From an optimization exercise on the open Yosys and OpenROAD flow, aimed at small area and a short achievable clock period; shortcuts taken in it are not production practice.
Function was checked by simulation only, so behaviour that the tests miss may differ from the original.
Power and IR drop assume default switching activity.

==> flow/design.v <==
module cam_xnor2 (input logic a, b, output logic y);
  assign y = ~(a ^ b);
endmodule
module cam_nand4 (input logic a, b, c, d, output logic y);
  assign y = ~(a & b & c & d);
endmodule
module cam_nand2 (input logic a, b, output logic y);
  assign y = ~(a & b);
endmodule
module cam_nor3 (input logic a, b, c, output logic y);
  assign y = ~(a | b | c);
endmodule
module cam_nor2 (input logic a, b, output logic y);
  assign y = ~(a | b);
endmodule
module cam_or2 (input logic a, b, output logic y);
  assign y = a | b;
endmodule
module cam_and2 (input logic a, b, output logic y);
  assign y = a & b;
endmodule
module cam_dec2 (input logic [1:0] a, output logic [3:0] y);
  always_comb for (int n=0; n<4; n++) y[n] = (a == n);
endmodule
module cam_dec3 (input logic en, input logic [2:0] a, output logic [7:0] y);
  always_comb for (int n=0; n<8; n++) y[n] = en & (a == n);
endmodule
module cam_hold (input logic q, d, we, we_n, output logic y);
  assign y = (we & d) | (we_n & q);
endmodule
module cam_match (
  input  logic [31:0] entry,
  input  logic        off,
  input  logic [31:0] key,
  output logic        miss
);
  logic [31:0] eq;
  logic [7:0]  ne4;
  logic [3:0]  eq8;
  genvar j;
  generate
    for (j=0; j<32; j++) begin : bit_gen
      cam_xnor2 u_x (.a(entry[j]), .b(key[j]), .y(eq[j]));
    end
    for (j=0; j<8; j++) begin : n4_gen
      cam_nand4 u_n (.a(eq[4*j]), .b(eq[4*j+1]), .c(eq[4*j+2]), .d(eq[4*j+3]), .y(ne4[j]));
    end
    for (j=1; j<4; j++) begin : e8_gen
      cam_nor2 u_e (.a(ne4[2*j]), .b(ne4[2*j+1]), .y(eq8[j]));
    end
  endgenerate
  cam_nor3 u_e0 (.a(ne4[0]), .b(ne4[1]), .c(off), .y(eq8[0]));
  cam_nand4 u_m (.a(eq8[0]), .b(eq8[1]), .c(eq8[2]), .d(eq8[3]), .y(miss));
endmodule
module cam_any16 (
  input  logic [15:0] miss,
  output logic        y
);
  logic [3:0] any4;
  logic [1:0] none8;
  genvar j;
  generate
    for (j=0; j<4; j++) begin : a_gen
      cam_nand4 u_a (.a(miss[4*j]), .b(miss[4*j+1]), .c(miss[4*j+2]), .d(miss[4*j+3]), .y(any4[j]));
    end
    for (j=0; j<2; j++) begin : n_gen
      cam_nor2 u_n (.a(any4[2*j]), .b(any4[2*j+1]), .y(none8[j]));
    end
  endgenerate
  cam_nand2 u_y (.a(none8[0]), .b(none8[1]), .y(y));
endmodule
module cam_any32 (
  input  logic [31:0] miss,
  output logic        y
);
  logic [7:0] any4;
  logic [3:0] none8;
  genvar j;
  generate
    for (j=0; j<8; j++) begin : a_gen
      cam_nand4 u_a (.a(miss[4*j]), .b(miss[4*j+1]), .c(miss[4*j+2]), .d(miss[4*j+3]), .y(any4[j]));
    end
    for (j=0; j<4; j++) begin : n_gen
      cam_nor2 u_n (.a(any4[2*j]), .b(any4[2*j+1]), .y(none8[j]));
    end
  endgenerate
  cam_nand4 u_y (.a(none8[0]), .b(none8[1]), .c(none8[2]), .d(none8[3]), .y(y));
endmodule
module cam_core #(
  parameter DATA_WIDTH = 32,
  parameter ADDR_WIDTH = 5
  ) (
  input  logic                  clk,
  input  logic                  reset,
  input  logic                  cam_we,
  input  logic [ADDR_WIDTH-1:0] cam_addr,
  input  logic [DATA_WIDTH-1:0] cam_data,
  input  logic                  cam_valid,
  input  logic [DATA_WIDTH-1:0] lookup_data,
  output logic [ADDR_WIDTH-1:0] lookup_addr,
  output logic                  lookup_hit
);
  localparam ADDR_DEPTH = 2**ADDR_WIDTH;
  logic [DATA_WIDTH-1:0] lookup_table [ADDR_DEPTH];
  logic [ADDR_DEPTH-1:0] lookup_inval;
  logic [ADDR_DEPTH-1:0] lookup_off;
  logic [ADDR_DEPTH-1:0] lookup_miss;
  logic [ADDR_WIDTH-1:0] lookup_addr_d;
  logic                  lookup_hit_d;
  logic [3:0] dec_lo;
  logic [7:0] dec_hi;
  logic [ADDR_DEPTH-1:0] wsel, wsel_n;
  logic cam_valid_n;
  cam_dec2 u_dec_lo (.a(cam_addr[1:0]), .y(dec_lo));
  cam_dec3 u_dec_hi (.en(cam_we), .a(cam_addr[4:2]), .y(dec_hi));
  assign cam_valid_n = ~cam_valid;
  genvar i, k;
  generate for (i=0; i<ADDR_DEPTH; i++) begin : store_gen
    logic [DATA_WIDTH-1:0] nxt;
    logic inval_nxt;
    cam_and2  u_ws  (.a(dec_lo[i%4]), .b(dec_hi[i/4]), .y(wsel[i]));
    cam_nand2 u_wsn (.a(dec_lo[i%4]), .b(dec_hi[i/4]), .y(wsel_n[i]));
    for (k=0; k<DATA_WIDTH; k++) begin : bit_gen
      cam_hold u_h (.q(lookup_table[i][k]), .d(cam_data[k]), .we(wsel[i]), .we_n(wsel_n[i]), .y(nxt[k]));
    end
    always_ff @(posedge clk) begin
      lookup_table[i] <= nxt;
    end
    logic inval_hold;
    cam_hold u_vh (.q(lookup_inval[i]), .d(cam_valid_n), .we(wsel[i]), .we_n(wsel_n[i]), .y(inval_hold));
    cam_or2 u_vr (.a(inval_hold), .b(reset), .y(inval_nxt));
    always_ff @(posedge clk) begin
      lookup_inval[i] <= inval_nxt;
    end
  end endgenerate
  generate for (i=0; i<ADDR_DEPTH; i++) begin : lookup_gen
    cam_or2 u_off (.a(lookup_inval[i]), .b(reset), .y(lookup_off[i]));
    cam_match u_match (
      .entry(lookup_table[i]), .off(lookup_off[i]), .key(lookup_data),
      .miss(lookup_miss[i])
    );
  end endgenerate
  generate for (k=0; k<ADDR_WIDTH; k++) begin : enc_gen
    logic [15:0] sel;
    for (i=0; i<16; i++) begin : sel_gen
      localparam int IDX = ((i >> k) << (k+1)) | (1 << k) | (i & ((1 << k) - 1));
      assign sel[i] = lookup_miss[IDX];
    end
    cam_any16 u_or (.miss(sel), .y(lookup_addr_d[k]));
  end endgenerate
  cam_any32 u_hit (.miss(lookup_miss), .y(lookup_hit_d));
  always_ff @(posedge clk) begin
    lookup_addr <= lookup_addr_d;
    lookup_hit  <= lookup_hit_d;
  end
endmodule
==> flow/flow/run.sh <==
#!/bin/bash
# Standard layout, but let timing repair resize gates to any footprint
# (the platform default restricts it to same-footprint swaps).
set -o pipefail
bash standard.sh MATCH_CELL_FOOTPRINT=0 finish > standard.log 2>&1
==> flow/standard.sh <==
#!/bin/bash
# synth_recipe.tcl (not shown) runs the flow's synth.tcl, then flattens the netlist and writes it again
# the make line also repeats each setting of config.mk as NAME=value (left out here)
make -C /OpenROAD-flow-scripts/flow DESIGN_CONFIG=/design/flow/config.mk WORK_HOME=/design/flow/orfs CLKGATE_MAP_FILE= SYNTH_SCRIPT=/design/flow/synth_recipe.tcl "${@:-finish}"
==> flow/config.mk <==
export PLATFORM = sky130hd
export DESIGN_NAME = cam_core
export DESIGN_NICKNAME = cam_core
export VERILOG_FILES = /design/flow/design.v
export SDC_FILE = /design/flow/constraint.sdc
export NUM_CORES = 4
export LEC_CHECK = 0
export CAP_MARGIN = 20
export CORE_MARGIN = 2
export CORE_UTILIZATION = 65
export CTS_CLUSTER_DIAMETER = 80
export CTS_CLUSTER_SIZE = 25
export PLACE_DENSITY = 0.75
export SETUP_SLACK_MARGIN = 1.4
export SLEW_MARGIN = 20
export SYNTH_HIERARCHICAL = 1
==> flow/constraint.sdc <==
create_clock -name core_clock -period 3.2 [get_ports {clk}]
set_input_delay 0.6400 -clock core_clock [delete_from_list [all_inputs] [get_ports {clk}]]
set_output_delay 0.6400 -clock core_clock [all_outputs]
set_load 0.01 [all_outputs]
==> insert_results.sql, run 1 <==
INSERT INTO impl_metrics (metric_group, metric, value, unit) VALUES
('worst_setup_path', 'worstSetupEndpoint', 'lookup_addr[1]$_DFF_P_', ''),
('outcome', 'outcome', 'timing/DRC/antenna clean', ''),
('die', 'fp.dieH', '261', 'um'),
('worst_setup_path', 'critPathCaptureType', 'flip-flop', ''),
('yosys', 'yosys.area_share.simple', '0.0831', ''),
('finish', 'design.final.nets', '4272', ''),
('timing', 'post-route-period-util', '0.596', ''),
('worst_setup_path', 'crit_path_start', 'lookup_data[0]', ''),
('placed_design', 'detailed_place_hpwl', '94100', 'um'),
('finish', 'final_common_cell', 'sky130_fd_sc_hd__a22o_1', ''),
('placed_design', 'port_buffers', '78', ''),
('timing', 'hold_viol', '0', ''),
('die', 'io-pin-count', '79', ''),
('worst_setup_path', 'reg2reg_setup_slack', '1.41', 'ns'),
('timing', 'relSlewSlack', '0.159', ''),
('worst_setup_path', 'crit_path_cell_trace', 'clkbuf_4 > buf_16 > xnor2_1 > nand4_1 > nor3_2 > nand4_1 > nand4_1 > nor2_4 > nand2_2', ''),
('finish', 'area.growth.synth_to_final', '15.6', '%'),
('placed_design', 'placedCellCount', '4908', ''),
('route', 'wl', '159000', 'um'),
('yosys', 'synth.net_count', '3820', ''),
('yosys', 'ys_ff_latch', '1062', ''),
('die', 'initial_core_util', '0.656', ''),
('clock_network', 'cts.path.max_buffers', '3', ''),
('worst_setup_path', 'critPathArrivalTime', '2.49', 'ns'),
('worst_setup_path', 'r2r-end', 'lookup_addr[1]$_DFF_P_', ''),
('yosys', 'ys.warnings.count', '11', ''),
('global_routing', 'grt_use_total', '0.434', ''),
('timing', 'worst_tran_pin_value', '1.26', 'ns'),
('finish', 'antenna_cells', '0', ''),
('route', 'wl_per_cell', '31.3', 'um'),
('clock_network', 'cts.sink_count', '1062', ''),
('global_routing', 'globalRoute.totalOverflow', '0', ''),
('die', 'die_outline_area', '68300', 'um^2'),
('min_path', 'min-delay-path-class', 'in -> reg', ''),
('worst_setup_path', 'rr_worst_depth', '7', ''),
('yosys', 'ys_types', '17', ''),
('worst_setup_path', 'cp_slowest_stage_delay', '0.35', 'ns'),
('route', 'via_per_instance_ratio', '7.10', ''),
('timing', 'finalSetupTns', '0', 'ns'),
('worst_setup_path', 'worst_ep_required_time', '3.78', 'ns'),
('timing', 'finalSetupViolations', '0', ''),
('yosys', 'ys_seq_area_frac', '0.494', ''),
('run', 'drv_cap', '0', ''),
('yosys', 'synthesis.area', '43100', 'um^2'),
('global_routing', 'first_global_vias', '34400', ''),
('global_routing', 'grt_pass1_wl', '221000', 'um'),
('worst_setup_path', 'r2r_start', 'lookup_table[26][5]$_DFF_P_', ''),
('global_routing', 'antenna_violations_before_repair', '0', ''),
('route', 'drc', '0', ''),
('timing', 'post_route_skew', '0.0161', 'ns'),
('die', 'dieWidth', '261', 'um'),
('clock_network', 'clkSlewWorstSetupHoldPaths', '0.10', 'ns'),
('timing', 'rsz0062_at_grt', 'yes', ''),
('global_routing', 'grt_start_max_net_pins', '35', ''),
('power', 'power.static_leakage', '19.3', 'nW'),
('worst_setup_path', 'setup.worst_path.class', 'in -> reg', ''),
('yosys', 'synth_area_per_cell', '11.5', 'um^2'),
('finish', 'share_of_post_route_cells_with_drive_strength_above_1', '0.137', ''),
('clock_network', 'worstSkewPairLatency', '0.65', 'ns'),
('route', 'postRouteAntennaNets', '0', ''),
('yosys', 'synth_xor_xnor_area_share', '0.208', ''),
('timing', 'max_freq', '0.524', 'GHz'),
('placed_design', 'gpl.final_weighted_congestion', '0.927', ''),
('route', 'route.vias.total', '36000', ''),
('die', 'core_area', '65600', 'um^2'),
('clock_network', 'cts_made_buffers', '48', ''),
('yosys', 'area_fraction_in_compound_gates_after_synthesis', '0.215', ''),
('worst_setup_path', 'worstSetupStartpointType', 'input port', ''),
('yosys', 'synth.area.mux_share', '0', ''),
('route', 'first_iter_violations', '5327', ''),
('timing', 'timing_max_transition_violations_final', '0', '');
==> layer usage <==
layer	routed length, um	GRT usage	up-vias	part of all wire
met5	0	0	-	0
met4	8800	0.233	0	0.055
met3	21200	0.0894	515	0.13
met2	67900	0.644	2637	0.43
met1	60700	0.597	17800	0.38
li1	-	-	15100	-
==> where the power goes <==
group	total, mW	internal, mW	switching [mW]
combinational	7.00	3.98	3.02
clock	7.02	2.82	4.20
sequential	17.6	15.8	1.87
==> cell families after synthesis <==
kind of cell	Yosys count
flops	1062
compound gates	1056
xor+xnor	1024
simple gates	604
buf+inv	1
==> worst max-delay path: cells and delay by family <==
family | cells | cell delay (ns)
xor+xnor | 1 | 0.15
buf+inv | 2 | 0.49
simple gates | 6 | 1.19
==> layout make-up <==
class,count,area (um^2)
fillers,4378,15900
flip-flops and latches,1062,21300
clock buffers,54,1260
well taps,864,1080
clock inverters,2,10.0
inverters,1,3.75
repair buffers,401,3980
multi-input cells,2685,22100
==> per-module statistics from Yosys (local to each module, per instance), a selection <==
module | cell area, um^2 | flops+latches | times used
cam_hold | 8.76 | 0 | 1056
cam_nand4 | 6.26 | 0 | 317
cam_xnor2 | 8.76 | 0 | 1024
cam_dec2 | 26.3 | 0 | 1
cam_or2 | 6.26 | 0 | 64
cam_core | 21300 | 1062 | 1
cam_nor2 | 3.75 | 0 | 110
cam_nand2 | 3.75 | 0 | 37
cam_nor3 | 10.0 | 0 | 32
cam_and2 | 6.26 | 0 | 32
cam_dec3 | 96.3 | 0 | 1
==> worst min-delay path by stage <==
stage | slack [ns] | cells after the start | to | startpoint
floorplan | 0.46 | 1 | lookup_table[0][0]$_DFF_P_ | lookup_table[0][0]$_DFF_P_
global placement | 0.47 | 1 | lookup_table[31][4]$_DFF_P_ | lookup_table[31][4]$_DFF_P_
detailed placement | 0.47 | 1 | lookup_table[12][1]$_DFF_P_ | lookup_table[12][1]$_DFF_P_
CTS | 0.28 | 2 | lookup_table[24][1]$_DFF_P_ | cam_data[1]
global route | 0.32 | 2 | lookup_table[24][1]$_DFF_P_ | cam_data[1]
finish | 0.33 | 2 | lookup_table[24][1]$_DFF_P_ | cam_data[1]
==> cell usage after synthesis <==
master                     instances  area [um^2]
sky130_fd_sc_hd__a22o_1         1056         9250
sky130_fd_sc_hd__and2_1           32          200
sky130_fd_sc_hd__and2_2            1         7.51
sky130_fd_sc_hd__and2b_2           1         8.76
sky130_fd_sc_hd__and4_2            1         10.0
sky130_fd_sc_hd__and4b_2           3         33.8
sky130_fd_sc_hd__and4bb_2          3         37.5
sky130_fd_sc_hd__dfxtp_1        1062        21300
sky130_fd_sc_hd__inv_1             1         3.75
sky130_fd_sc_hd__nand2_1          37          139
sky130_fd_sc_hd__nand4_1         317         1980
sky130_fd_sc_hd__nor2_1          111          417
sky130_fd_sc_hd__nor2b_1           1         6.26
sky130_fd_sc_hd__nor3_2           32          320
sky130_fd_sc_hd__nor4b_2           1         15.0
sky130_fd_sc_hd__or2_1            64          400
sky130_fd_sc_hd__xnor2_1        1024         8970
==> per-stage QoR <==
step	instance area (um^2)	power [mW]	worst slack (ns)	hold slack (ns)	utilization
floorplan	43200	22.1	1.13	0.461	-
global placement	47100	23.9	0.360	0.473	0.717
detailed placement	47100	24.4	0.310	0.474	0.717
CTS	48600	31.2	1.37	0.282	0.740
global route	49800	32.6	1.31	0.319	0.758
finish	49800	31.7	1.29	0.327	0.758
==> repair_timing <==
| action | in CTS | in global routing |
|---|---|---|
| cloned | 1 | 6 |
| setup buffers | 13 | 85 |
| pin swaps | 13 | 35 |
| endpoints found under the setup margin | 1047 | 91 |
| gates resized for setup | 39 | 64 |
| hold buffers | 0 | 0 |
==> registers in the layout (all words and copies together) (netlist names) <==
register and flops:
lookup_inval 32, lookup_table 1024, lookup_hit 1, lookup_addr 5
==> run 2: changes to the inputs <==
==> flow/run.sh (new file) <==
#!/bin/bash
# synth_recipe.tcl (not shown) runs the flow's synth.tcl, then flattens the netlist and writes it again
# the make line also repeats each setting of config.mk as NAME=value (left out here)
make -C /OpenROAD-flow-scripts/flow DESIGN_CONFIG=/design/flow/config.mk WORK_HOME=/design/flow/orfs CLKGATE_MAP_FILE= SYNTH_SCRIPT=/design/flow/synth_recipe.tcl finish
--- a/flow/config.mk
+++ b/flow/config.mk
@@ -7,10 +7,10 @@
 export LEC_CHECK = 0
 export CAP_MARGIN = 20
 export CORE_MARGIN = 2
-export CORE_UTILIZATION = 65
+export CORE_UTILIZATION = 60
 export CTS_CLUSTER_DIAMETER = 80
 export CTS_CLUSTER_SIZE = 25
-export PLACE_DENSITY = 0.75
+export PLACE_DENSITY = 0.7
 export SETUP_SLACK_MARGIN = 1.4
 export SLEW_MARGIN = 20
 export SYNTH_HIERARCHICAL = 1
removed: flow/flow/run.sh
removed: flow/standard.sh
==> insert_results.sql, run 2 <==
INSERT INTO impl_metrics (metric_group, metric, value, unit) VALUES
('die', 'fp.dieH', '272', 'um'),
('timing', 'hold_viol', '0', ''),
('yosys', 'synth_commonest_cells', 'sky130_fd_sc_hd__dfxtp_1, sky130_fd_sc_hd__a22o_1, sky130_fd_sc_hd__xnor2_1', ''),
('route', 'drt_first_pass_iters', '6', ''),
('die', 'core_area', '71200', 'um^2'),
('placed_design', 'gpl.final_weighted_congestion', '0.871', ''),
('worst_setup_path', 'worst_ep_required_time', '3.73', 'ns'),
('yosys', 'synthesis.area', '43100', 'um^2'),
('placed_design', 'placed_area', '47100', 'um^2'),
('clock_network', 'ctsHtreeMaxLevel', '2', ''),
('run', 'drv_cap', '0', ''),
('power', 'post-layout-total-power', '31.9', 'mW'),
('yosys', 'synth_area_per_cell', '11.5', 'um^2'),
('clock_network', 'cts-hold-fix-buffers', '0', ''),
('power', 'vdd.ir_drop.worst', '481', 'uV'),
('timing', 'setup_ws', '1.32', 'ns'),
('die', 'dieWidth', '272', 'um'),
('finish', 'most_flop_heavy_register', 'lookup_table', ''),
('route', 'drc', '0', ''),
('clock_network', 'cts.path.max_buffers', '3', ''),
('worst_setup_path', 'reg2reg_setup_slack', '1.45', 'ns'),
('worst_setup_path', 'setup.worst_path.class', 'in -> reg', ''),
('finish', 'reg.largest.list', 'lookup_table: 1024 flops, lookup_inval: 32 flops, lookup_addr: 5 flops', ''),
('yosys', 'netlist.area_leader.share', '0.494', ''),
('finish', 'design_area', '49300', 'um^2'),
('worst_setup_path', 'critPathArrivalTime', '2.41', 'ns'),
('timing', 'final_period_minus_worst_setup_slack', '1.88', 'ns'),
('yosys', 'area_contributors_post_synth', 'sky130_fd_sc_hd__dfxtp_1, sky130_fd_sc_hd__a22o_1, sky130_fd_sc_hd__xnor2_1', ''),
('clock_network', 'worstSkewPairLatency', '0.66', 'ns'),
('die', 'initial_core_util', '0.604', ''),
('placed_design', 'port_buffers', '78', ''),
('placed_design', 'dp_slack', '0.253', 'ns'),
('timing', 'post_route_skew', '0.0224', 'ns'),
('worst_setup_path', 'critPathCaptureType', 'flip-flop', ''),
('timing', 'max_freq', '0.532', 'GHz'),
('min_path', 'min-delay-path-class', 'in -> reg', ''),
('timing', 'finalSetupTns', '0', 'ns'),
('finish', 'seqCellArea', '21300', 'um^2'),
('placed_design', 'detailed_place_hpwl', '90200', 'um'),
('timing', 'timing_max_transition_violations_final', '0', ''),
('yosys', 'synthCells', '3747', ''),
('finish', 'n_fill_cell', '5307', ''),
('power', 'power.static_leakage', '18.8', 'nW'),
('global_routing', 'grt_pass1_wl', '227000', 'um'),
('timing', 'post-route-period-util', '0.587', ''),
('global_routing', 'antenna_violations_before_repair', '4', ''),
('route', 'wl_per_cell', '31.5', 'um'),
('finish', 'fin_cells', '5079', ''),
('finish', 'design.final.nets', '4188', ''),
('yosys', 'most_frequently_used_flop_master_after_synthesis', 'sky130_fd_sc_hd__dfxtp_1', ''),
('placed_design', 'placedCellCount', '4966', ''),
('finish', 'largest_register_ffs', '1024', ''),
('route', 'route.vias.total', '35300', ''),
('global_routing', 'first_global_vias', '34300', ''),
('finish', 'mostFrequentLayoutCells', 'sky130_fd_sc_hd__dfxtp_1, sky130_fd_sc_hd__a22o_1, sky130_fd_sc_hd__xnor2_1', ''),
('global_routing', 'globalRoute.totalOverflow', '0', ''),
('route', 'first_iter_violations', '5292', ''),
('finish', 'multi_input_comb_area', '22100', 'um^2'),
('yosys', 'ys_seq_area_frac', '0.494', ''),
('yosys', 'synth.largest_area_cell', 'sky130_fd_sc_hd__dfxtp_1', ''),
('yosys', 'ys_ff_latch', '1062', ''),
('yosys', 'number_of_enable_flip_flop_cells_after_synthesis', '0', ''),
('route', 'wl', '160000', 'um'),
('route', 'via_per_instance_ratio', '6.96', ''),
('clock_network', 'tritoncts', 'yes', ''),
('timing', 'finalSetupViolations', '0', ''),
('finish', 'area.growth.synth_to_final', '14.5', '%'),
('die', 'fp-row-count', '98', ''),
('finish', 'antenna_cells', '0', ''),
('yosys', 'ys_types', '17', ''),
('outcome', 'outcome', 'timing/DRC/antenna clean', ''),
('yosys', 'synth.most_common_cell', 'sky130_fd_sc_hd__dfxtp_1', ''),
('die', 'die_outline_area', '73900', 'um^2'),
('clock_network', 'clkSlewWorstSetupHoldPaths', '0.10', 'ns'),
('global_routing', 'grt_start_max_net_pins', '34', ''),
('timing', 'relSlewSlack', '0.175', ''),
('worst_setup_path', 'worstSetupStartpointType', 'input port', ''),
('clock_network', 'clockRootBuffer', 'sky130_fd_sc_hd__clkbuf_16', ''),
('route', 'postRouteAntennaNets', '0', ''),
('global_routing', 'grt_use_total', '0.413', ''),
('die', 'io-pin-count', '79', ''),
('yosys', 'synth.net_count', '3820', ''),
('timing', 'worst_tran_pin_value', '1.24', 'ns'),
('worst_setup_path', 'critical_path.max_fanout', '32', ''),
('clock_network', 'cts.sink_count', '1062', ''),
('timing', 'rsz0062_at_grt', 'yes', ''),
('yosys', 'ys_async_sr_fraction', '0', ''),
('clock_network', 'cts_made_buffers', '49', ''),
('finish', 'final_common_cell', 'sky130_fd_sc_hd__dfxtp_1', ''),
('yosys', 'ys.warnings.count', '11', ''),
('finish', 'share_of_post_route_cells_with_drive_strength_above_1', '0.118', ''),
('power', 'power_density', '648', 'nW/um^2');
[run 2: cell types whose count changed in the layout (fill, tap and decap cells not counted), sizes merged]
| cell | previous run | this run |
|---|---|---|
| and4 | 1 | 2 |
| buf | 380 | 302 |
| bufinv | 0 | 3 |
| clkdlybuf4s15 | 0 | 1 |
| clkinv | 2 | 3 |
| clkinvlp | 0 | 2 |
| dlygate4sd2 | 0 | 2 |
| dlymetal6s2s | 9 | 0 |
| inv | 1 | 2 |
[run 2: critical path: stages]
cell	delay, ns
sky130_fd_sc_hd__buf_2	0.10
sky130_fd_sc_hd__buf_12	0.33
sky130_fd_sc_hd__xnor2_1	0.16
sky130_fd_sc_hd__nand4_1	0.15
sky130_fd_sc_hd__nor2_1	0.08
sky130_fd_sc_hd__nand4_1	0.18
sky130_fd_sc_hd__nand4_1	0.32
sky130_fd_sc_hd__nor2_2	0.27
sky130_fd_sc_hd__nand2_1	0.13
[run 2: cells by family (layout without fill, tap and decap cells)]
family	Yosys count	in the layout	synth area share
AOI/OAI and AO/OA	1056	1056	0.215
xor gates and xnor gates	1024	1024	0.208
buffers and inverters	1	381	0.0000871
DFF	1062	1062	0.494
and+or+nand+nor	604	606	0.0831
[run 2: timing repair]
action | CTS | global route
setup endpoints to repair | 848 | 126
hold endpoints to repair | 0 | 0
pin swaps | 19 | 26
gates resized for setup | 75 | 32
gates cloned | 4 | 4
buffers inserted | 23 | 17
[run 2: stage by stage]
step,utilization,hold slack (ns)
finish,0.692,0.494
global route,0.692,0.490
CTS,0.687,0.457
detailed placement,0.661,0.474
global placement,0.661,0.473
floorplan,-,0.461
[run 2: report_power, final]
group | total [mW] | internal, mW | leakage [nW] | switching (mW)
Sequential | 17.6 | 15.8 | 8.83 | 1.83
Clock | 7.48 | 3.18 | 0.705 | 4.29
Combinational | 6.85 | 3.88 | 9.28 | 2.97
Total | 31.9 | 22.8 | 18.8 | 9.10
[run 2: path summary, 6_finish.rpt]
check	start	endpoint	cells after the start
max	lookup_data[28]	lookup_addr[2]$_DFF_P_	9
min	reset	lookup_inval[28]$_DFF_P_	2
max reg2reg	lookup_table[5][6]$_DFF_P_	lookup_addr[2]$_DFF_P_	8
min reg2reg	lookup_table[0][19]$_DFF_P_	lookup_table[0][19]$_DFF_P_	1
[run 2: per-layer routing]
layer	up-vias	track usage	wire, um
met5	-	0	53
met4	8	0.224	8980
met3	559	0.0957	19300
met2	2322	0.627	69800
met1	17500	0.547	61900
li1	14900	-	-
[run 2: area by class of cell]
type | count | share of cell area
multi-input cells | 2686 | 0.448
flip-flops and latches | 1062 | 0.431
repair buffers | 315 | 0.0673
clock buffers | 56 | 0.0267
well taps | 950 | 0.0241
clock inverters | 9 | 0.00261
inverters | 1 | 0.0000761
[run 2: per-module statistics from Yosys (local to each module, per instance), excerpt]
module | cells | flops+latches | area [um^2] | times used
cam_hold | 1 | 0 | 8.76 | 1056
cam_core | 1063 | 1062 | 21300 | 1
cam_or2 | 1 | 0 | 6.26 | 64
cam_nand2 | 1 | 0 | 3.75 | 37
cam_nand4 | 1 | 0 | 6.26 | 317
cam_dec3 | 8 | 0 | 96.3 | 1
cam_and2 | 1 | 0 | 6.26 | 32
cam_dec2 | 4 | 0 | 26.3 | 1
cam_nor3 | 1 | 0 | 10.0 | 32
cam_xnor2 | 1 | 0 | 8.76 | 1024
==> run 3: changes to the inputs <==
--- a/flow/config.mk
+++ b/flow/config.mk
@@ -7,10 +7,10 @@
 export LEC_CHECK = 0
 export CAP_MARGIN = 20
 export CORE_MARGIN = 2
-export CORE_UTILIZATION = 60
+export CORE_UTILIZATION = 70
 export CTS_CLUSTER_DIAMETER = 80
 export CTS_CLUSTER_SIZE = 25
-export PLACE_DENSITY = 0.7
+export PLACE_DENSITY = 0.8
 export SETUP_SLACK_MARGIN = 1.4
 export SLEW_MARGIN = 20
 export SYNTH_HIERARCHICAL = 1
==> insert_results.sql, run 3 <==
INSERT INTO impl_metrics (metric_group, metric, value, unit) VALUES
('route', 'wl_per_cell', '32.2', 'um'),
('route', 'route.vias.total', '36300', ''),
('global_routing', 'antenna_violations_before_repair', '2', ''),
('placed_design', 'port_buffers', '78', ''),
('worst_setup_path', 'worstPathBufferInverterCount', '2', ''),
('finish', 'most_flop_heavy_register', 'lookup_table', ''),
('global_routing', 'groute.layer.met2.usage', '0.664', ''),
('clock_network', 'tritoncts', 'yes', ''),
('finish', 'reg.largest.list', 'lookup_table: 1024 flops, lookup_inval: 32 flops, lookup_addr: 5 flops', ''),
('worst_setup_path', 'crit_path_cell_trace', 'clkbuf_4 > clkbuf_16 > xnor2_1 > nand4_1 > nor3_2 > nand4_1 > nand4_1 > nor2_2 > nand2_1', ''),
('timing', 'post-route-period-util', '0.595', ''),
('yosys', 'ys.warnings.count', '11', ''),
('worst_setup_path', 'crit_slowest_cell', 'sky130_fd_sc_hd__clkbuf_16', ''),
('outcome', 'outcome', 'timing/DRC/antenna clean', ''),
('global_routing', 'first_global_vias', '34300', ''),
('yosys', 'most_frequently_used_flop_master_after_synthesis', 'sky130_fd_sc_hd__dfxtp_1', ''),
('worst_setup_path', 'worstSetupStartpointType', 'input port', ''),
('yosys', 'combinational_family_with_the_most_area_after_synthesis', 'compound AO/OA/AOI/OAI gates', ''),
('timing', 'relSlewSlack', '0.396', ''),
('yosys', 'synth.net_count', '3820', ''),
('run', 'drv_cap', '0', ''),
('power', 'vdd.ir_drop.worst', '611', 'uV'),
('yosys', 'yosys.area_share.simple', '0.0831', ''),
('yosys', 'synthCells', '3747', ''),
('finish', 'mostFrequentLayoutCells', 'sky130_fd_sc_hd__dfxtp_1, sky130_fd_sc_hd__a22o_1, sky130_fd_sc_hd__xnor2_1', ''),
('die', 'io-pin-count', '79', ''),
('timing', 'timing_max_transition_violations_final', '0', ''),
('route', 'drc', '0', ''),
('timing', 'rsz0062_at_grt', 'yes', ''),
('yosys', 'ys_ff_latch', '1062', ''),
('yosys', 'area_fraction_in_compound_gates_after_synthesis', '0.215', ''),
('timing', 'post_route_skew', '0.0270', 'ns'),
('yosys', 'synth_xor_xnor_area_share', '0.208', ''),
('route', 'first_iter_violations', '5798', ''),
('worst_setup_path', 'reg2reg_setup_slack', '1.49', 'ns'),
('worst_setup_path', 'critPathArrivalTime', '2.48', 'ns'),
('placed_design', 'detailed_place_hpwl', '87000', 'um'),
('yosys', 'ys_async_sr_fraction', '0', ''),
('global_routing', 'grtUsageMet3', '0.119', ''),
('finish', 'largest_register_ffs', '1024', ''),
('worst_setup_path', 'critPathCaptureType', 'flip-flop', ''),
('worst_setup_path', 'r2r-end', 'lookup_addr[0]$_DFF_P_', ''),
('worst_setup_path', 'critical-path-top-cell-by-count', 'sky130_fd_sc_hd__nand4_1', ''),
('route', 'drt_first_pass_iters', '6', ''),
('timing', 'hold_viol', '0', ''),
('timing', 'final_period_minus_worst_setup_slack', '1.91', 'ns'),
('worst_setup_path', 'critical-path-top-delay-family', 'simple AND/OR/NAND/NOR gates', ''),
('timing', 'max_freq', '0.525', 'GHz'),
('worst_setup_path', 'worst_ep_required_time', '3.78', 'ns'),
('die', 'die_outline_area', '63500', 'um^2'),
('global_routing', 'global_route.peak_usage_layer', 'met2', ''),
('yosys', 'synth_area_per_cell', '11.5', 'um^2'),
('worst_setup_path', 'rr_worst_depth', '8', ''),
('finish', 'design.final.nets', '4226', ''),
('timing', 'finalSetupViolations', '0', ''),
('timing', 'worst_tran_pin_value', '0.906', 'ns'),
('clock_network', 'ctsHtreeMaxLevel', '2', ''),
('yosys', 'synth.area.mux_share', '0', ''),
('clock_network', 'cts_made_buffers', '48', ''),
('die', 'fp-row-count', '90', ''),
('yosys', 'synth.largest_area_cell', 'sky130_fd_sc_hd__dfxtp_1', ''),
('route', 'via_per_instance_ratio', '7.35', ''),
('power', 'power.static_leakage', '19.0', 'nW'),
('clock_network', 'cts.path.max_buffers', '3', ''),
('yosys', 'ys_seq_area_frac', '0.494', ''),
('placed_design', 'gpl.final_weighted_congestion', '0.934', ''),
('clock_network', 'clkSlewWorstSetupHoldPaths', '0.10', 'ns'),
('route', 'wl', '159000', 'um'),
('route', 'postRouteAntennaNets', '0', ''),
('die', 'fp.dieH', '252', 'um'),
('min_path', 'min-delay-path-class', 'in -> reg', ''),
('global_routing', 'grt_start_max_net_pins', '34', ''),
('global_routing', 'globalRoute.totalOverflow', '0', ''),
('timing', 'setup_ws', '1.29', 'ns'),
('placed_design', 'placedCellCount', '4811', ''),
('worst_setup_path', 'critical_path.max_fanout', '16', ''),
('die', 'dieWidth', '252', 'um'),
('clock_network', 'worstSkewPairLatency', '0.65', 'ns'),
('die', 'initial_core_util', '0.711', ''),
('worst_setup_path', 'setup.worst_path.class', 'in -> reg', ''),
('finish', 'fin_cells', '4941', ''),
('timing', 'finalSetupTns', '0', 'ns'),
('yosys', 'synthesis.area', '43100', 'um^2'),
('min_path', 'holdPathEnd', 'lookup_table[24][1]$_DFF_P_', ''),
('min_path', 'worstHoldStart', 'cam_data[1]', ''),
('finish', 'share_of_post_route_cells_with_drive_strength_above_1', '0.126', ''),
('global_routing', 'grt_pass1_wl', '215000', 'um'),
('yosys', 'area_contributors_post_synth', 'sky130_fd_sc_hd__dfxtp_1, sky130_fd_sc_hd__a22o_1, sky130_fd_sc_hd__xnor2_1', ''),
('finish', 'n_fill_cell', '3637', ''),
('yosys', 'synth_commonest_cells', 'sky130_fd_sc_hd__dfxtp_1, sky130_fd_sc_hd__a22o_1, sky130_fd_sc_hd__xnor2_1', ''),
('global_routing', 'grt_use_total', '0.450', ''),
('global_routing', 'gr-usage-met1', '0.602', ''),
('yosys', 'number_of_enable_flip_flop_cells_after_synthesis', '0', ''),
('die', 'core_area', '60600', 'um^2'),
('yosys', 'ys_types', '17', ''),
('clock_network', 'cts.sink_count', '1062', ''),
('worst_setup_path', 'r2r_start', 'lookup_table[31][24]$_DFF_P_', ''),
('worst_setup_path', 'cp_slowest_stage_delay', '0.32', 'ns'),
('placed_design', 'dp_slack', '0.334', 'ns'),
('finish', 'final_common_cell', 'sky130_fd_sc_hd__dfxtp_1', ''),
('clock_network', 'clockRootBuffer', 'sky130_fd_sc_hd__clkbuf_16', ''),
('yosys', 'synth.most_common_cell', 'sky130_fd_sc_hd__dfxtp_1', ''),
('finish', 'area.growth.synth_to_final', '14.6', '%'),
('yosys', 'netlist.area_leader.share', '0.494', ''),
('power', 'power_density', '641', 'nW/um^2'),
('min_path', 'worst_hold_path.num_cells', '2', ''),
('clock_network', 'cts-hold-fix-buffers', '0', ''),
('yosys', 'synthAdderAreaFrac', '0', '');
==> run 3: worst register-to-register path: stages, from the launching register on <==
cell and delay [ns]:
sky130_fd_sc_hd__dfxtp_1 0.34, sky130_fd_sc_hd__xnor2_1 0.12, sky130_fd_sc_hd__nand4_1 0.15, sky130_fd_sc_hd__nor2_1 0.09
sky130_fd_sc_hd__nand4_1 0.09, sky130_fd_sc_hd__buf_4 0.16, sky130_fd_sc_hd__nand4_1 0.21, sky130_fd_sc_hd__nor2_2 0.34
sky130_fd_sc_hd__nand2_1 0.09
==> run 3: area by class of cell <==
type                       count  area, um^2  share of cell area
clock inverter                 3        40.0            0.000811
inverter                       1        3.75           0.0000761
antenna                        1        2.50           0.0000507
clock buffer                  52        1240              0.0251
tap                          782         978              0.0198
multi-input combinational   2685       22100               0.448
timing repair buffer         355        3690              0.0748
sequential                  1062       21300               0.431
==> run 3: what timing repair did <==
item | CTS | global route
pin swaps | 18 | 33
setup buffers | 24 | 32
gates resized for setup | 81 | 54
endpoints found under the setup margin | 971 | 17
cloned | 2 | 16
==> run 3: worst max-delay path by stage <==
stage                                    end  cells past startpoint  slack (ns)                   start
global route          lookup_addr[2]$_DFF_P_                     10        1.34          lookup_data[6]
finish                lookup_addr[0]$_DFF_P_                      9        1.29          lookup_data[5]
CTS                           lookup_addr[0]                      1        1.35  lookup_addr[0]$_DFF_P_
detailed placement  lookup_inval[26]$_DFF_P_                      5        0.33             cam_addr[1]
floorplan            lookup_inval[1]$_DFF_P_                      4        1.13             cam_addr[3]
global placement    lookup_inval[26]$_DFF_P_                      5        0.39             cam_addr[1]
==> run 3: cell families after synthesis <==
| group | after synthesis |
|---|---|
| flops | 1062 |
| compound gates | 1056 |
| xor+xnor | 1024 |
| simple gates | 604 |
| buf+inv | 1 |
==> run 3: layer usage <==
layer / share of wire / up-vias
met5: 0 / -
met4: 0.072 / 0
met3: 0.16 / 688
met2: 0.41 / 2939
met1: 0.36 / 17700
li1: - / 15000
==> run 3: modules after synthesis, one instance, submodules excluded, a selection <==
module / copies in the design / cells
cam_or2: 64 / 1
cam_dec3: 1 / 8
cam_nor3: 32 / 1
cam_xnor2: 1024 / 1
cam_nand4: 317 / 1
cam_hold: 1056 / 1
cam_nand2: 37 / 1
cam_nor2: 110 / 1
cam_dec2: 1 / 4
cam_and2: 32 / 1
cam_core: 1 / 1063
==> run 3: report_power, final <==
group	internal, mW	total, mW	switching [mW]
Sequential	15.8	17.6	1.88
Clock	2.85	7.01	4.17
Combinational	3.92	7.00	3.07
==> run 3: per-stage QoR <==
stage	utilization	power (mW)	area, um^2	hold WS [ns]
floorplan	-	22.1	43200	0.461
global placement	0.773	23.8	46800	0.473
detailed placement	0.773	24.3	46800	0.474
CTS	0.799	31.1	48400	0.249
global route	0.814	32.6	49300	0.283
finish	0.814	31.7	49300	0.281
==> run 4: changes to the inputs <==
--- a/flow/design.v
+++ b/flow/design.v
@@ -32,7 +32,8 @@
   input  logic [31:0] entry,
   input  logic        off,
   input  logic [31:0] key,
-  output logic        miss
+  output logic        miss,
+  output logic        miss_h
 );
   logic [31:0] eq;
   logic [7:0]  ne4;
@@ -51,6 +52,7 @@
   endgenerate
   cam_nor3 u_e0 (.a(ne4[0]), .b(ne4[1]), .c(off), .y(eq8[0]));
   cam_nand4 u_m (.a(eq8[0]), .b(eq8[1]), .c(eq8[2]), .d(eq8[3]), .y(miss));
+  cam_nand4 u_mh (.a(eq8[0]), .b(eq8[1]), .c(eq8[2]), .d(eq8[3]), .y(miss_h));
 endmodule
 module cam_any16 (
   input  logic [15:0] miss,
@@ -105,6 +107,7 @@
   logic [ADDR_DEPTH-1:0] lookup_inval;
   logic [ADDR_DEPTH-1:0] lookup_off;
   logic [ADDR_DEPTH-1:0] lookup_miss;
+  logic [ADDR_DEPTH-1:0] lookup_miss_h;
   logic [ADDR_WIDTH-1:0] lookup_addr_d;
   logic                  lookup_hit_d;
   logic [3:0] dec_lo;
@@ -137,7 +140,7 @@
     cam_or2 u_off (.a(lookup_inval[i]), .b(reset), .y(lookup_off[i]));
     cam_match u_match (
       .entry(lookup_table[i]), .off(lookup_off[i]), .key(lookup_data),
-      .miss(lookup_miss[i])
+      .miss(lookup_miss[i]), .miss_h(lookup_miss_h[i])
     );
   end endgenerate
   generate for (k=0; k<ADDR_WIDTH; k++) begin : enc_gen
@@ -148,7 +151,7 @@
     end
     cam_any16 u_or (.miss(sel), .y(lookup_addr_d[k]));
   end endgenerate
-  cam_any32 u_hit (.miss(lookup_miss), .y(lookup_hit_d));
+  cam_any32 u_hit (.miss(lookup_miss_h), .y(lookup_hit_d));
   always_ff @(posedge clk) begin
     lookup_addr <= lookup_addr_d;
     lookup_hit  <= lookup_hit_d;
--- a/flow/config.mk
+++ b/flow/config.mk
@@ -7,10 +7,10 @@
 export LEC_CHECK = 0
 export CAP_MARGIN = 20
 export CORE_MARGIN = 2
-export CORE_UTILIZATION = 70
+export CORE_UTILIZATION = 65
 export CTS_CLUSTER_DIAMETER = 80
 export CTS_CLUSTER_SIZE = 25
-export PLACE_DENSITY = 0.8
+export PLACE_DENSITY = 0.75
 export SETUP_SLACK_MARGIN = 1.4
 export SLEW_MARGIN = 20
 export SYNTH_HIERARCHICAL = 1
==> insert_results.sql, run 4 <==
INSERT INTO impl_metrics (metric_group, metric, value, unit) VALUES
('finish', 'finalCoreUtilization', '0.770', ''),
('finish', 'largest_register_ffs', '1024', ''),
('worst_setup_path', 'critical_path.max_fanout', '8', ''),
('route', 'drc', '0', ''),
('worst_setup_path', 'crit_path_cell_trace', 'buf_4 > buf_12 > buf_12 > xnor2_2 > nand4_1 > nor2_2 > nand4_1 > nand4_1 > nor2_2 > nand2_1', ''),
('min_path', 'holdPathEnd', 'lookup_table[16][27]$_DFF_P_', ''),
('global_routing', 'first_global_vias', '34900', ''),
('outcome', 'outcome', 'timing/DRC/antenna clean', ''),
('clock_network', 'clkSlewWorstSetupHoldPaths', '0.10', 'ns'),
('timing', 'worst_tran_pin_value', '1.20', 'ns'),
('global_routing', 'grt_use_total', '0.433', ''),
('timing', 'timing_max_transition_violations_final', '0', ''),
('timing', 'final_period_minus_worst_setup_slack', '1.87', 'ns'),
('finish', 'design_area', '50700', 'um^2'),
('global_routing', 'grt_pass1_wl', '222000', 'um'),
('die', 'core_area', '65900', 'um^2'),
('timing', 'max_freq', '0.535', 'GHz'),
('timing', 'relSlewSlack', '0.200', ''),
('worst_setup_path', 'critical_path_cell_count', '10', ''),
('die', 'dieWidth', '262', 'um'),
('finish', 'share_of_post_route_cells_with_drive_strength_above_1', '0.148', ''),
('power', 'power_density', '630', 'nW/um^2'),
('worst_setup_path', 'setup.worst_path.class', 'in -> reg', ''),
('worst_setup_path', 'critical-path-top-cell-by-count', 'sky130_fd_sc_hd__nand4_1', ''),
('yosys', 'synthesis.area', '43300', 'um^2'),
('die', 'fp-row-count', '94', ''),
('worst_setup_path', 'r2r_start', 'lookup_table[23][6]$_DFF_P_', ''),
('power', 'vdd.ir_drop.worst', '608', 'uV'),
('die', 'die_outline_area', '68600', 'um^2'),
('min_path', 'worstHoldStart', 'cam_data[27]', ''),
('timing', 'rsz0062_at_grt', 'yes', ''),
('clock_network', 'tritoncts', 'yes', ''),
('worst_setup_path', 'cp_slowest_stage_delay', '0.34', 'ns'),
('route', 'first_iter_violations', '4735', ''),
('timing', 'post-route-period-util', '0.584', ''),
('timing', 'hold_viol', '0', ''),
('run', 'drv_cap', '0', ''),
('placed_design', 'placed_area', '47400', 'um^2'),
('placed_design', 'detailed_place_hpwl', '96200', 'um'),
('yosys', 'synth_area_per_cell', '11.4', 'um^2'),
('clock_network', 'clockRootBuffer', 'sky130_fd_sc_hd__clkbuf_16', ''),
('placed_design', 'gpl.final_weighted_congestion', '0.941', ''),
('yosys', 'ys.warnings.count', '11', ''),
('worst_setup_path', 'critPathArrivalTime', '2.45', 'ns'),
('die', 'initial_core_util', '0.657', ''),
('clock_network', 'cts-hold-fix-buffers', '0', ''),
('placed_design', 'port_buffers', '78', ''),
('die', 'fp.dieH', '262', 'um'),
('worst_setup_path', 'crit_path_start', 'lookup_data[22]', '');
run 4: metrics by stage:
stage	hold WS (ns)	instances
floorplan	0.461	3778
global placement	0.473	4949
detailed placement	0.474	4949
CTS	0.316	5059
global route	0.328	5121
finish	0.329	5121
run 4: worst max-delay path by stage:
stage	end	slack, ns
floorplan	lookup_inval[1]$_DFF_P_	1.13
global placement	lookup_table[15][8]$_DFF_P_	0.41
detailed placement	lookup_table[15][11]$_DFF_P_	0.33
CTS	lookup_addr[2]	1.36
global route	lookup_hit$_DFF_P_	1.25
finish	lookup_addr[0]$_DFF_P_	1.33
run 4: repair_timing:
action,CTS,global route
resized for setup,114,130
endpoints found under the hold margin,0,0
pin swaps,16,49
cloned,13,8
setup buffers,35,53
endpoints found under the setup margin,977,304
run 4: area by class of cell:
class / instances / area (um^2)
clock buffer: 52 / 1240
antenna: 1 / 2.50
inverter: 1 / 3.75
multi-input combinational: 2722 / 22500
clock inverter: 10 / 128
fill: 4362 / 15200
sequential: 1062 / 21300
tap: 864 / 1080
timing repair buffer: 409 / 4430
run 4: where the power goes:
part,internal [mW],switching [mW],total (mW)
logic,4.04,2.98,7.02
clock network,3.03,4.25,7.28
registers,15.8,1.86,17.6
total,22.8,9.09,31.9
run 4: metal layers:
layer	vias up	track usage	share of wire
met3	662	0.111	0.12
met5	-	0	0.00037
met4	10	0.261	0.076
met2	2419	0.670	0.43
li1	15300	-	-
met1	17800	0.546	0.37

## re-timing with driven ports
The flow's constraints put no driver on any port. The routed layouts listed below were extracted and timed again, unchanged, in two steps.
Step 1: set_driving_cell puts a clkbuf_16 on clk and a buf_2 on each other input, an assumption about the parent block.
Step 2 moves the port delays by t, midway between the first and last clock arrival at a register: inputs arrive t later, outputs are due t later. That takes back most of the time a late clock gives input paths.
Slacks: ideal / step 1 / step 2; pairs: ideal / step 1.
| run | t (ns) | setup WS [ns] | worst data-port slew with drivers (ns) | pins driven straight from the clock port |
|---|---|---|---|---|
| run 1 | 0.702 | 1.292 / 1.330 / 0.628 | 0.06 | 1 |
| run 2 | 0.718 | 1.321 / 1.280 / 0.562 | 0.19 | 1 |
| run 3 | 0.704 | 1.294 / 1.295 / 0.628 | 0.04 | 1 |
| run 4 | 0.707 | 1.331 / 1.288 / 0.628 | 0.18 | 1 |
After both steps setup and hold are still met in every run listed. The setup slack of run 2, which loses most, moves by -0.041 ns with the drivers and by -0.759 ns with both steps.
